What follows belongs to an exercise in optimizing a design on an open flow for small area and a short achievable clock period; a production flow would make more cautious choices. Only simulation tests tie the RTL to the original design; equivalence was not proved. No activity file was given, so power comes from the tool's default toggle rates.

**design/flow/run.sh**
```bash
#!/bin/bash
# synth_recipe.tcl (not shown) runs the flow's synth.tcl, then flattens the netlist and writes it again
# the make line also repeats each setting of config.mk as NAME=value (left out here)
make -C /OpenROAD-flow-scripts/flow DESIGN_CONFIG=/design/flow/config.mk WORK_HOME=/design/flow/orfs CLKGATE_MAP_FILE= SYNTH_SCRIPT=/design/flow/synth_recipe.tcl finish
```
**design/flow/config.mk**
```make
export PLATFORM = sky130hd
export DESIGN_NAME = agree_core
export DESIGN_NICKNAME = agree_core
export VERILOG_FILES = /design/flow/design.v
export SDC_FILE = /design/flow/constraint.sdc
export NUM_CORES = 4
export LEC_CHECK = 0
export CAP_MARGIN = 20
export CORE_MARGIN = 2
export CORE_UTILIZATION = 55
export CTS_BUF_LIST = sky130_fd_sc_hd__clkbuf_16
export CTS_CLUSTER_DIAMETER = 100
export CTS_CLUSTER_SIZE = 20
export PLACE_DENSITY = 0.65
export SETUP_SLACK_MARGIN = 5
export SLEW_MARGIN = 20
export SYNTH_HIERARCHICAL = 1
```
**design/flow/constraint.sdc**
```tcl
create_clock -name core_clock -period 11.0 [get_ports {clk_i}]
set_input_delay 2.2000 -clock core_clock [delete_from_list [all_inputs] [get_ports {clk_i}]]
set_output_delay 2.2000 -clock core_clock [all_outputs]
set_load 0.01 [all_outputs]
```
**design/flow/design.v**
```verilog
module agree_rf_sel (
    input  logic [30:0] d,
    input  logic [30:0] s,
    output logic        y
);
    assign y = |(d & s);
endmodule
module agree_add32 (
    input  logic [31:0] a,
    input  logic [31:0] b,
    input  logic        ci,
    output logic [31:0] s,
    output logic        co
);
    logic lo;
    assign {co, s, lo} = {1'b0, a, 1'b1} + {1'b0, b, ci};
endmodule
module agree_core (
    input  logic        clk_i,
    input  logic        rst_ni,
    output logic [31:0] imem_addr_o,
    input  logic [31:0] imem_rdata_i,
    output logic [13:0] dmem_addr_o,
    output logic [3:0]  dmem_wren_o,
    output logic [31:0] dmem_wdata_o,
    input  logic [31:0] dmem_rdata_i,
    input  logic [31:0] io_sw_i,
    input  logic [3:0]  io_btn_i,
    output logic [31:0] pc_debug_o,
    output logic        insn_vld_o,
    output logic        wb_wren_o,
    output logic [4:0]  wb_rd_o,
    output logic [31:0] wb_data_o,
    output logic [31:0] io_ledr_o,
    output logic [6:0]  io_hex0_o,
                        io_hex1_o,
                        io_hex2_o,
                        io_hex3_o,
                        io_hex4_o,
                        io_hex5_o,
    output logic [31:0] io_lcd_o
);
    localparam logic [6:0] OP_LUI = 7'b0110111, OP_AUIPC = 7'b0010111, OP_JAL = 7'b1101111,
                           OP_JALR = 7'b1100111, OP_BR = 7'b1100011, OP_LD = 7'b0000011,
                           OP_ST = 7'b0100011, OP_IMM = 7'b0010011, OP_REG = 7'b0110011;
    logic [31:2] pc_f;
    logic        fd_v;
    logic [31:0] fd_ir, fd_rv1;
    logic [31:2] fd_pc;
    logic        fd_lui, fd_auipc, fd_jal, fd_jalr, fd_br, fd_ld, fd_st, fd_imm, fd_reg;
    logic        dx_v, dx_we, dx_ld, dx_br, dx_dwe, dx_iowe, dx_kill, x_we;
    logic [4:0]  dx_sh;
    logic        dx_rg_out, dx_rg_in, dx_rg_ram, dx_l_mid1, dx_l_mid3, dx_l_byte, dx_l_word, dx_l_sgn;
    logic [3:0]  dx_l_lo;
    logic [4:0]  dx_rd;
    logic [2:0]  dx_f3;
    logic [3:0]  dx_lanes;
    logic        dx_sub, dx_sra, dx_c_eq, dx_c_lt, dx_c_ltu, dx_inv;
    logic        dx_s_add, dx_s_slt, dx_s_sltu, dx_s_xor, dx_s_or, dx_s_and, dx_s_sll, dx_s_srl;
    logic [31:0] dx_a, dx_b;
    logic [31:2] dx_alt, dx_pc;
    logic        mw_v, mw_we;
    logic [4:0]  mw_rd;
    logic [31:0] mw_data;
    logic [31:2] mw_pc;
    logic        stall, d_redir, x_redir;
    logic [31:0] x_res, dsum;
    logic [31:0] rf_q [1:31];
    logic [31:1] rf_ok, sel1, sel2;
    logic [4:0]  rs1_f, rs2;
    logic [31:0] rv1_f, rv2;
    for (genvar i = 1; i < 32; i++) begin : g_rf
        always_ff @(posedge clk_i) begin
            if (mw_we && mw_rd == i) rf_q[i] <= mw_data;
        end
        always_ff @(posedge clk_i or negedge rst_ni) begin
            if (!rst_ni) rf_ok[i] <= 1'b0;
            else if (mw_we && mw_rd == i) rf_ok[i] <= 1'b1;
        end
        assign sel1[i] = rf_ok[i] & (rs1_f == i);
        assign sel2[i] = rf_ok[i] & (rs2 == i);
    end
    for (genvar b = 0; b < 32; b++) begin : g_rd
        logic [30:0] col;
        for (genvar i = 1; i < 32; i++) begin : g_col
            assign col[i-1] = rf_q[i][b];
        end
        agree_rf_sel u_rd1 (.d(col), .s(sel1), .y(rv1_f[b]));
        agree_rf_sel u_rd2 (.d(col), .s(sel2), .y(rv2[b]));
    end
    assign imem_addr_o = {pc_f, 2'b00};
    always_ff @(posedge clk_i or negedge rst_ni) begin
        if (!rst_ni) pc_f <= '0;
        else if (x_redir) pc_f <= dx_alt;
        else if (!stall) pc_f <= d_redir ? dsum[31:2] : pc_f + 30'd1;
    end
    always_ff @(posedge clk_i or negedge rst_ni) begin
        if (!rst_ni) fd_v <= 1'b0;
        else if (x_redir || d_redir) fd_v <= 1'b0;
        else if (!stall) fd_v <= 1'b1;
    end
    logic [31:0] fd_rv1_d;
    logic        hxf1, hwf1, hx1;
    assign rs1_f = imem_rdata_i[19:15];
    assign hxf1  = x_we & (dx_rd == rs1_f);
    assign hwf1  = mw_we & (mw_rd == rs1_f);
    always_ff @(posedge clk_i) begin
        if (!stall) begin
            fd_ir    <= imem_rdata_i;
            fd_pc    <= pc_f;
            fd_rv1   <= hxf1 ? x_res : hwf1 ? mw_data : rv1_f;
            fd_lui   <= imem_rdata_i[6:0] == OP_LUI;
            fd_auipc <= imem_rdata_i[6:0] == OP_AUIPC;
            fd_jal   <= imem_rdata_i[6:0] == OP_JAL;
            fd_jalr  <= imem_rdata_i[6:0] == OP_JALR;
            fd_br    <= imem_rdata_i[6:0] == OP_BR;
            fd_ld    <= imem_rdata_i[6:0] == OP_LD;
            fd_st    <= imem_rdata_i[6:0] == OP_ST;
            fd_imm   <= imem_rdata_i[6:0] == OP_IMM;
            fd_reg   <= imem_rdata_i[6:0] == OP_REG;
        end else begin
            fd_rv1   <= hx1 ? x_res : fd_rv1;
        end
    end
    logic [2:0] f3;
    logic [4:0] rd;
    logic       f7_zero, f7_alt;
    assign f3  = fd_ir[14:12];
    assign rd  = fd_ir[11:7];
    assign rs2 = fd_ir[24:20];
    assign f7_zero = (fd_ir[31:25] == 7'b0000000);
    assign f7_alt  = (fd_ir[31:25] == 7'b0100000);
    logic i_alu;
    assign i_alu = fd_imm | fd_reg;
    logic legal;
    always_comb begin
        legal = fd_lui | fd_auipc | fd_jal | fd_jalr | fd_br | fd_ld | fd_st;
        if (fd_reg) legal = f7_zero | f7_alt;
        if (fd_imm) legal = (f3 == 3'b001) ? f7_zero : (f3 == 3'b101) ? (f7_zero | f7_alt) : 1'b1;
    end
    logic writes;
    assign writes = fd_lui | fd_auipc | fd_jal | fd_jalr | fd_ld | i_alu;
    logic [31:0] imm;
    always_comb begin
        if (fd_st)                  imm = {{20{fd_ir[31]}}, fd_ir[31:25], fd_ir[11:7]};
        else if (fd_br)             imm = {{20{fd_ir[31]}}, fd_ir[7], fd_ir[30:25], fd_ir[11:8], 1'b0};
        else if (fd_jal)            imm = {{12{fd_ir[31]}}, fd_ir[19:12], fd_ir[20], fd_ir[30:21], 1'b0};
        else if (fd_lui | fd_auipc) imm = {fd_ir[31:12], 12'b0};
        else                        imm = {{20{fd_ir[31]}}, fd_ir[31:20]};
    end
    logic hx2, hw2;
    assign hx1 = x_we & (dx_rd == fd_ir[19:15]);
    assign hx2 = x_we & (dx_rd == rs2);
    assign hw2 = mw_we & (mw_rd == rs2);
    logic [31:0] fv1, fv2;
    assign fv1 = hx1 ? x_res : fd_rv1;
    assign fv2 = hx2 ? x_res : hw2 ? mw_data : rv2;
    logic        use_pc, use_rs1;
    logic [31:0] dop;
    assign use_pc  = fd_jal | fd_br | fd_auipc;
    assign use_rs1 = fd_ld | fd_st | fd_jalr;
    assign dop  = ({32{use_pc}} & {fd_pc, 2'b00}) | ({32{use_rs1}} & fd_rv1);
    logic dsum_co;
    agree_add32 u_dadd (.a(dop), .b(imm), .ci(1'b0), .s(dsum), .co(dsum_co));
    logic pred;
    assign pred    = fd_br & fd_ir[31];
    assign stall   = fd_v & use_rs1 & hx1;
    assign d_redir = fd_v & (fd_jal | fd_jalr | pred) & ~stall;
    logic go;
    assign go = fd_v & ~stall;
    logic [3:0] lanes;
    always_comb begin
        case (f3[1:0])
            2'b00:   lanes = 4'b0001 << dsum[1:0];
            2'b01:   lanes = dsum[1] ? 4'b1100 : 4'b0011;
            default: lanes = 4'b1111;
        endcase
    end
    logic sub;
    assign sub = fd_br | (i_alu & (f3 == 3'b010 | f3 == 3'b011)) | (fd_reg & f3 == 3'b000 & fd_ir[30]);
    logic [31:0] b_d;
    always_comb begin
        if (fd_st) begin
            case (f3[1:0])
                2'b00:   b_d = {4{fv2[7:0]}};
                2'b01:   b_d = {2{fv2[15:0]}};
                default: b_d = fv2;
            endcase
        end
        else if (fd_reg | fd_br) b_d = fv2;
        else if (fd_imm)         b_d = imm;
        else                     b_d = 32'd0;
    end
    always_ff @(posedge clk_i or negedge rst_ni) begin
        if (!rst_ni) begin
            dx_v <= 1'b0; dx_we <= 1'b0; dx_ld <= 1'b0; dx_br <= 1'b0;
            dx_dwe <= 1'b0; dx_iowe <= 1'b0; dx_kill <= 1'b0;
        end else begin
            dx_kill <= x_redir;
            dx_v    <= go & legal;
            dx_we   <= go & legal & writes & (rd != 5'd0);
            dx_ld   <= go & fd_ld;
            dx_br   <= go & fd_br;
            dx_dwe  <= go & fd_st & (dsum[17:16] == 2'b01);
            dx_iowe <= go & fd_st & (dsum[17:16] == 2'b10);
        end
    end
    always_ff @(posedge clk_i) begin
        dx_rd    <= rd;
        dx_sh    <= b_d[4:0];
        dx_f3    <= f3;
        dx_lanes <= lanes;
        dx_rg_out <= fd_ld & (dsum[17:16] == 2'b10);
        dx_rg_in  <= fd_ld & (dsum[17:16] == 2'b11);
        dx_rg_ram <= fd_ld & ~dsum[17];
        for (int k = 0; k < 4; k++)
            dx_l_lo[k] <= fd_ld & (f3[1] ? (k == 0) : f3[0] ? (k == {dsum[1], 1'b0}) : (k == dsum[1:0]));
        dx_l_mid1 <= fd_ld & (f3[1] | (f3[0] & ~dsum[1]));
        dx_l_mid3 <= fd_ld & ~f3[1] & f3[0] & dsum[1];
        dx_l_byte <= fd_ld & ~f3[1] & ~f3[0];
        dx_l_word <= fd_ld & f3[1];
        dx_l_sgn  <= fd_ld & ~f3[2] & ~f3[1];
        dx_pc    <= fd_pc;
        dx_alt   <= (fd_br & ~fd_ir[31]) ? dsum[31:2] : pc_f;
        if (i_alu | fd_br)         dx_a <= fv1;
        else if (fd_jal | fd_jalr) dx_a <= {pc_f, 2'b00};
        else                       dx_a <= dsum;
        dx_b     <= b_d ^ {32{sub}};
        dx_c_eq  <= f3[2:1] == 2'b00;
        dx_c_lt  <= f3[2:1] == 2'b10;
        dx_c_ltu <= f3[2:1] == 2'b11;
        dx_inv   <= (f3[0] & (f3[2] | ~f3[1])) ^ pred;
        dx_sub  <= sub;
        dx_sra  <= fd_ir[30];
        dx_s_add  <= ~i_alu | f3 == 3'b000;
        dx_s_slt  <= i_alu & f3 == 3'b010;
        dx_s_sltu <= i_alu & f3 == 3'b011;
        dx_s_xor  <= i_alu & f3 == 3'b100;
        dx_s_or   <= i_alu & f3 == 3'b110;
        dx_s_and  <= i_alu & f3 == 3'b111;
        dx_s_sll  <= i_alu & f3 == 3'b001;
        dx_s_srl  <= i_alu & f3 == 3'b101;
    end
    logic [31:0] a, b;
    assign a = dx_a;
    assign b = dx_b;
    logic [31:0] sum;
    logic        cout;
    agree_add32 u_xadd (.a(a), .b(b), .ci(dx_sub), .s(sum), .co(cout));
    logic lt, ltu, eq;
    assign ltu = ~cout;
    assign lt  = (a[31] ^ ~b[31]) ? a[31] : sum[31];
    assign eq  = &(a ^ b);
    logic [31:0] sh_in, sh_out, sh_r;
    logic        sh_fill;
    always_comb begin
        for (int i = 0; i < 32; i++) sh_in[i] = dx_s_sll ? a[31-i] : a[i];
    end
    assign sh_fill = dx_sra & a[31] & ~dx_s_sll;
    always_comb begin
        sh_r = sh_in;
        for (int k = 0; k < 5; k++)
            if (dx_sh[k]) sh_r = (sh_r >> (1 << k)) | ({32{sh_fill}} << (32 - (1 << k)));
    end
    always_comb begin
        for (int i = 0; i < 32; i++) sh_out[i] = dx_s_sll ? sh_r[31-i] : sh_r[i];
    end
    logic [31:0] res;
    assign res = ({32{dx_s_add}}  & sum)
               | ({32{dx_s_slt}}  & {31'd0, lt})
               | ({32{dx_s_sltu}} & {31'd0, ltu})
               | ({32{dx_s_xor}}  & (a ^ b))
               | ({32{dx_s_or}}   & (a | b))
               | ({32{dx_s_and}}  & (a & b))
               | ({32{dx_s_sll | dx_s_srl}} & sh_out);
    logic cond;
    assign cond    = (dx_c_eq & eq) | (dx_c_lt & lt) | (dx_c_ltu & ltu);
    assign x_redir = dx_br & ~dx_kill & (cond ^ dx_inv);
    assign x_we    = dx_we & ~dx_kill;
    assign dmem_addr_o  = dx_a[15:2];
    assign dmem_wren_o  = dx_lanes & {4{dx_dwe & ~dx_kill}};
    assign dmem_wdata_o = dx_b;
    logic [31:0] oreg [0:3];
    logic [31:0] sw_q;
    logic [3:0]  btn_q;
    for (genvar w = 0; w < 4; w++) begin : g_oreg
        for (genvar l = 0; l < 4; l++) begin : g_lane
            always_ff @(posedge clk_i or negedge rst_ni) begin
                if (!rst_ni) oreg[w][8*l +: 8] <= 8'd0;
                else if (dx_iowe && !dx_kill && dx_lanes[l] && dx_a[3:2] == w) oreg[w][8*l +: 8] <= dx_b[8*l +: 8];
            end
        end
    end
    always_ff @(posedge clk_i) begin
        sw_q  <= io_sw_i;
        btn_q <= io_btn_i;
    end
    assign io_ledr_o = oreg[0];
    assign io_hex0_o = oreg[1][6:0];
    assign io_hex1_o = oreg[1][14:8];
    assign io_hex2_o = oreg[1][22:16];
    assign io_hex3_o = oreg[1][30:24];
    assign io_hex4_o = oreg[2][6:0];
    assign io_hex5_o = oreg[2][14:8];
    assign io_lcd_o  = oreg[3];
    logic [31:0] ld_word, ld_data;
    logic [7:0]  ld_lo, ld_mid;
    logic        ld_ext;
    always_comb begin
        ld_word = ({32{dx_rg_ram}} & dmem_rdata_i)
                | ({32{dx_rg_out}} & oreg[dx_a[3:2]])
                | ({32{dx_rg_in}}  & (dx_a[2] ? {24'd0, 4'h4, btn_q} : sw_q));
        ld_lo = '0;
        for (int k = 0; k < 4; k++) ld_lo = ld_lo | ({8{dx_l_lo[k]}} & ld_word[8*k +: 8]);
        ld_mid = ({8{dx_l_mid1}} & ld_word[15:8]) | ({8{dx_l_mid3}} & ld_word[31:24]);
        ld_ext = dx_l_sgn & (dx_l_byte ? ld_lo[7] : ld_mid[7]);
        ld_data[7:0]   = ld_lo;
        ld_data[15:8]  = ld_mid | {8{ld_ext & dx_l_byte}};
        ld_data[31:16] = dx_l_word ? ld_word[31:16] : {16{ld_ext}};
    end
    assign x_res = ld_data | (res & {32{~dx_ld}});
    always_ff @(posedge clk_i or negedge rst_ni) begin
        if (!rst_ni) begin
            mw_v <= 1'b0; mw_we <= 1'b0;
        end else begin
            mw_v  <= dx_v & ~dx_kill;
            mw_we <= x_we;
        end
    end
    always_ff @(posedge clk_i) begin
        mw_rd   <= dx_rd;
        mw_pc   <= dx_pc;
        mw_data <= x_res;
    end
    assign insn_vld_o = mw_v;
    assign wb_wren_o  = mw_we;
    assign wb_rd_o    = mw_rd;
    assign wb_data_o  = mw_data;
    assign pc_debug_o = {mw_pc, 2'b00};
endmodule
```
==> results.txt, run 1 <==
status timing/DRC/antenna clean; vias in the first global route 57079; Max Slew Vio Count 0; hpwl dp about 220 mm; Max clock buf depth 3; CTS tree yes; drt total wl 321 mm; CP Launch Type primary input; non-filler instance count after layout between 8000 and 9000; GRT overflow 0; area added between synthesis and finish 12.5%; Placed Cells slightly above 8000; Clock Latency Late Sink roughly 790 ps; worst min-delay path class flop to flop; CP Class primary input to flop; DRC 0; IO Pins ~360; skew final 53.9 ps; WL/cell between 30 and 40 um; final worst path period share 52.1%; first-pass GRT wire length between 400 and 500 mm; Synth Cell Area 0.0740 mm2; final hold viol count 0; Max VDD drop around 170 uV; Crit Path Max Fanout 20; Max-Cap Viols 0; Hold Crit Depth 0; total CTS buffers 90; Largest Register rf_q; Slew headroom ~15%; post-CTS setup buffers 0; Final Util 62.3%; starting density of the core about 55%; FMAX approximately 170 MHz; Synth Area per Inst 12.2 um2; Final GP Congestion about 1.1; biggest regs rf_q (992), oreg (128); Hold Path End mw_pc[15]$_DFF_P_; Root Buffer Master clkbuf_16; Die Wd 371 um; R2R Path End dx_b[7]$_DFF_P_; ANT nets after route 0; Critical Path RT 11590 ps; Via-to-Cell Ratio 7.43; Die Ht between 300 and 400 um; post-synthesis cell count ~6100; num rows roughly 130; GRT Total Usage between 40% and 50%; Final TNS setup 0 ps; initial antenna violation count 21; total number of H-tree levels 3; worst-margin pin slew around 1300 ps; PostCTS Resize Cnt 0; DR pass1 iterations 10; RSZ-0062 raised after global routing false; RR Startpoint fd_ir[22]$_DFFE_PN_; leakage approximately 30 nW; Hold-fix buffers, CTS 0; worst reg-to-reg path cell count 13; max FFs per register 992; Final setup violation count 0; via count a little over 60000; hold path startpoint dx_pc[15]$_DFF_P_; Core ar. ~0.13 mm2; share of layout cells above drive strength 1 10.7%; post-layout min period ~5700 ps; Iteration-0 DRC Markers between 10000 and 15000; die footprint between 0.1 and 0.15 mm2; endpoint class of the critical path flop; Clock Sinks 1554; Nets around 6700; internal reg-to-reg setup slack between 5000 and 6000 ps; clock-pin slew on the worst setup and hold paths 100 ps; P per Cell Area about 150 mW/mm2; Ys Warns 9; Critical Path AT between 6000 and 7000 ps; largest net degree at the start of global routing between 100 and 150; PortBufs roughly 360
## how the worst max path moves through the flow
| stage | start | to | slack, ps | cells after the start |
|---|---|---|---|---|
| 4_1_cts | imem_rdata_i[18] | fd_rv1[2]$_DFF_P_ | 5600 | 9 |
| 5_1_grt | dx_a[14]$_DFF_P_ | dx_b[0]$_DFF_P_ | 5350 | 18 |
| 2_1_floorplan | imem_rdata_i[16] | fd_rv1[3]$_DFF_P_ | 6370 | 9 |
| 3_3_place_gp | imem_rdata_i[16] | fd_rv1[2]$_DFF_P_ | 4900 | 10 |
| 6_report | imem_rdata_i[18] | fd_rv1[2]$_DFF_P_ | 5270 | 9 |
| 3_5_place_dp | imem_rdata_i[16] | fd_rv1[2]$_DFF_P_ | 4840 | 10 |
## per-layer routing
metal | up-vias | share of wire, % | global-route usage [%]
met5 | - | 0.088 | 0.315
met4 | 28 | 9.1 | 32.5
met3 | 1267 | 13 | 14.0
met2 | 5201 | 43 | 68.5
met1 | 30223 | 34 | 56.5
li1 | 25146 | - | -
## layout by cell type (no fill, tap or decap), types with 68 or more instances in the layout
cell type and count:
dfrtp_1 199, and3_1 92, clkbuf_16 93, edfxtp_1 1056, nand2_1 451, nor2_1 232, xnor2_1 72, or4_1 68
o21ai_0 290, a222oi_1 75, a22o_1 127, nand4_1 161, dfxtp_1 291, mux2i_1 166, buf_4 231, inv_1 181
nand3_1 189, a21oi_1 190, mux2_2 79, a22oi_1 820, ha_1 129, clkdlybuf4s50_1 355
## cell type report
type	count	area, um2
diodes	7	17.5
clock buffers	93	2330
clock inverters	76	428
fillers	10510	50300
inverters	119	448
multi-input cells	4115	29700
flip-flops and latches	1554	42700
well taps	1768	2210
repair buffers	590	5350
## worst max-delay path: stages
cell and delay [ps]:
clkdlybuf4s50_1 680, and2_0 450, and3_1 610, buf_4 460
a22oi_1 210, nand4_1 180, or4_1 560, mux2i_1 740
mux2i_1 200
## stage by stage
step	area [um2]	hold slack [ps]	setup WS, ps	power [mW]
2_1_floorplan	74000	310	6370	7.67
3_3_place_gp	80400	311	4900	8.55
3_5_place_dp	80400	312	4840	8.57
4_1_cts	83200	327	5600	12.0
5_1_grt	83200	332	5350	12.4
6_report	83200	323	5270	12.1
## where the power goes
part           total, mW  switching, mW  internal [mW]
Clock               3.60           2.03           1.56
Sequential          6.96          0.296           6.66
Combinational       1.55          0.959          0.590
==> inputs of run 2 (changes only) <==
--- a/design/flow/config.mk
+++ b/design/flow/config.mk
@@ -9,3 +9,3 @@
 export CORE_MARGIN = 2
-export CORE_UTILIZATION = 55
+export CORE_UTILIZATION = 65
 export CTS_BUF_LIST = sky130_fd_sc_hd__clkbuf_16
@@ -13,3 +13,3 @@
 export CTS_CLUSTER_SIZE = 20
-export PLACE_DENSITY = 0.65
+export PLACE_DENSITY = 0.72
 export SETUP_SLACK_MARGIN = 5
==> run 2 against run 1 <==
Net effect: still clean on timing, DRC and antenna; via count is 4.3% higher; critical path depth unchanged; core utilization rose by 11 points; maximum frequency down 5.9%; sequential power is essentially flat; sequential share of layout area rose by 0.29 points; critical path type unchanged; critical endpoint is now fd_rv1[0]$_DFF_P_; largest power group unchanged.
==> results.txt, run 2 <==
skew final ~40 ps; share of layout cells above drive strength 1 10.6%; Setup crit end fd_rv1[0]$_DFF_P_; Via-to-Cell Ratio roughly 8.0; via count approximately 65000; CP Depth 9; GRT Total Usage approximately 53%; largest net degree at the start of global routing just under 100; CTS tree yes; Crit Path Max Fanout 23; Synth Area per Inst 12.2 um2; cell at the slowest stage of the critical path clkdlybuf4s50_1; starting density of the core around two thirds; total CTS buffers 89; biggest regs rf_q (992), oreg (128); final hold viol count 0; Final TNS setup 0 ps; RSZ-0062 raised after global routing false; Die Ht 341 um; Iteration-0 DRC Markers roughly 14000; status timing/DRC/antenna clean; Final GP Congestion about 1.2; Final Total Pwr approximately 12 mW; post-layout min period 6090 ps; final worst path period share around 55%; initial antenna violation count 39; Hold-fix buffers, CTS 0; internal reg-to-reg setup slack between 5000 and 6000 ps; vias in the first global route 60257; Clock Sinks 1554; commonest non-fill, non-tap cell in the layout edfxtp_1; Max VDD drop roughly 190 uV; PortBufs around 360; Slew headroom between 10 and 15%; worst path bufs/invs 2; worst reg-to-reg path cell count 10; register area between 0.04 and 0.05 mm2; most frequent cells in the layout edfxtp_1 (1056), a22oi_1 (820), nand2_1 (451); max FFs per register 992; Crit path top cell by count mux2i_1; Die Wd about 340 um; Synth Cell Area approximately 0.074 mm2; R2R Path End dx_b[11]$_DFF_P_; P per Cell Area approximately 150 mW/mm2; Max-Cap Viols 0; leakage approximately 30 nW; ANT nets after route 0; WL/cell around 39 um; Root Buffer Master clkbuf_16; RR Startpoint dx_sh[0]$_DFF_P_; DR pass1 iterations 19; Multi-input gate area 0.0298 mm2; Critical Path RT roughly 12000 ps; CP top delay family simple AND/OR/NAND/NOR gates; area added between synthesis and finish 11.8%; Max Slew Vio Count 0; Hold Crit Depth 0; post-synthesis cell count around 6000; Final setup violation count 0; worst-path cell chain clkdlybuf4s50_1 > and2_0 > and3_1 > buf_4 > a22oi_1 > nand4_1 > or4_1 > mux2i_1 > mux2i_1; GRT overflow 0; hpwl dp between 200 and 250 mm; IO Pins between 300 and 400; fillers 7265; die footprint around 0.12 mm2; Largest Register rf_q; Crit. Startpoint imem_rdata_i[18]; Max clock buf depth 3; Critical Path AT approximately 6600 ps; biggest cell delay along the critical path 830 ps; worst-margin pin slew about 1300 ps; endpoint class of the critical path flop; Core ar. about 0.11 mm2; FMAX between 150 and 200 MHz; Nets around 6700; total number of H-tree levels 3; DRC 0; CP Class primary input to flop; clock-pin slew on the worst setup and hold paths 90 ps; num rows between 100 and 150; CP Launch Type primary input; drt total wl ~320 mm; first-pass GRT wire length ~440 mm; Clock Latency Late Sink about 750 ps; Ys Warns 9; worst min-delay path class flop to flop
[run 2: worst register-to-register path: cells and delay by family (launching register included)]
kind,cells,cell delay [ps]
xor gates and xnor gates,1,480
muxes,2,1020
DFF,1,600
buffers and inverters,1,640
AOI/OAI and AO/OA,6,3000
[run 2: through the flow]
step           std cells  instance area [um2]  utilization [%]  hold WS [ps]  worst slack [ps]
2_1_floorplan       6089                74000                -           310              6370
4_1_cts             8023                82600             73.3           325              5350
5_1_grt             8032                82700             73.4           335              5010
6_report            8055                82700             73.4           326              4910
3_3_place_gp        7857                79900             70.9           310              4680
3_5_place_dp        7857                79900             70.9           312              4590
[run 2: worst min-delay path by stage]
| stage | startpoint | to | slack [ps] |
|---|---|---|---|
| 3_5_place_dp | dx_pc[11]$_DFF_P_ | mw_pc[11]$_DFF_P_ | 310 |
| 2_1_floorplan | dx_pc[10]$_DFF_P_ | mw_pc[10]$_DFF_P_ | 310 |
| 5_1_grt | dx_pc[11]$_DFF_P_ | mw_pc[11]$_DFF_P_ | 330 |
| 3_3_place_gp | dx_pc[4]$_DFF_P_ | mw_pc[4]$_DFF_P_ | 310 |
| 4_1_cts | dx_pc[17]$_DFF_P_ | mw_pc[17]$_DFF_P_ | 330 |
| 6_report | dx_pc[17]$_DFF_P_ | mw_pc[17]$_DFF_P_ | 330 |
[run 2: timing repair]
action / CTS / global route
endpoints found under the setup margin: 0 / 1
resized for setup: 0 / 1
setup buffers: 0 / 0
[run 2: cell type report]
type	count	area share (%)
inverters	119	0.541
flip-flops and latches	1554	51.6
multi-input cells	4115	36.0
clock inverters	76	0.537
clock buffers	90	2.72
diodes	29	0.0877
repair buffers	572	6.27
well taps	1500	2.27
[run 2: per-layer routing]
layer | GRT usage, % | vias to the layer above | routed length (um)
met5 | 2.41 | - | 575
met4 | 40.3 | 34 | 33500
met3 | 23.7 | 1952 | 55000
met2 | 76.2 | 6962 | 131000
met1 | 63.5 | 30455 | 97500
li1 | - | 25123 | -
[run 2: where the power goes]
| part | switching, mW | internal [mW] | total, mW | leakage [nW] |
|---|---|---|---|---|
| clock | 2.01 | 1.52 | 3.53 | 1.54 |
| combinational | 0.969 | 0.588 | 1.56 | 13.8 |
| sequential | 0.323 | 6.66 | 6.99 | 14.7 |
| total | 3.30 | 8.77 | 12.1 | 30.0 |

[port drivers added, routing unchanged]
No port has a modelled driver above. Below, the same layouts with a new extraction and two added sets of constraints. Step 1, drivers: a clkbuf_16 drives clk_i and a buf_2 each remaining input, both assumed. Step 2 times the ports against the registers' clock, not the clock port: input delays grow and output delays shrink by t, the midpoint of the rising clock arrivals with the driver on. Slacks: ideal ports / drivers / drivers and shift; pairs: ideal ports / drivers.
run	shift t [ns]	slack for setup (ns)	worst data-port slew with drivers (ns)	cell pins on the clock port's net
run 1	0.849	5.271 / 5.249 / 4.400	0.16	1
run 2	0.820	4.912 / 4.905 / 4.085	0.11	1
After both steps setup and hold are still met in every run listed. The setup slack of run 1, which loses most, moves by -0.022 ns with the drivers and by -0.871 ns with both steps.
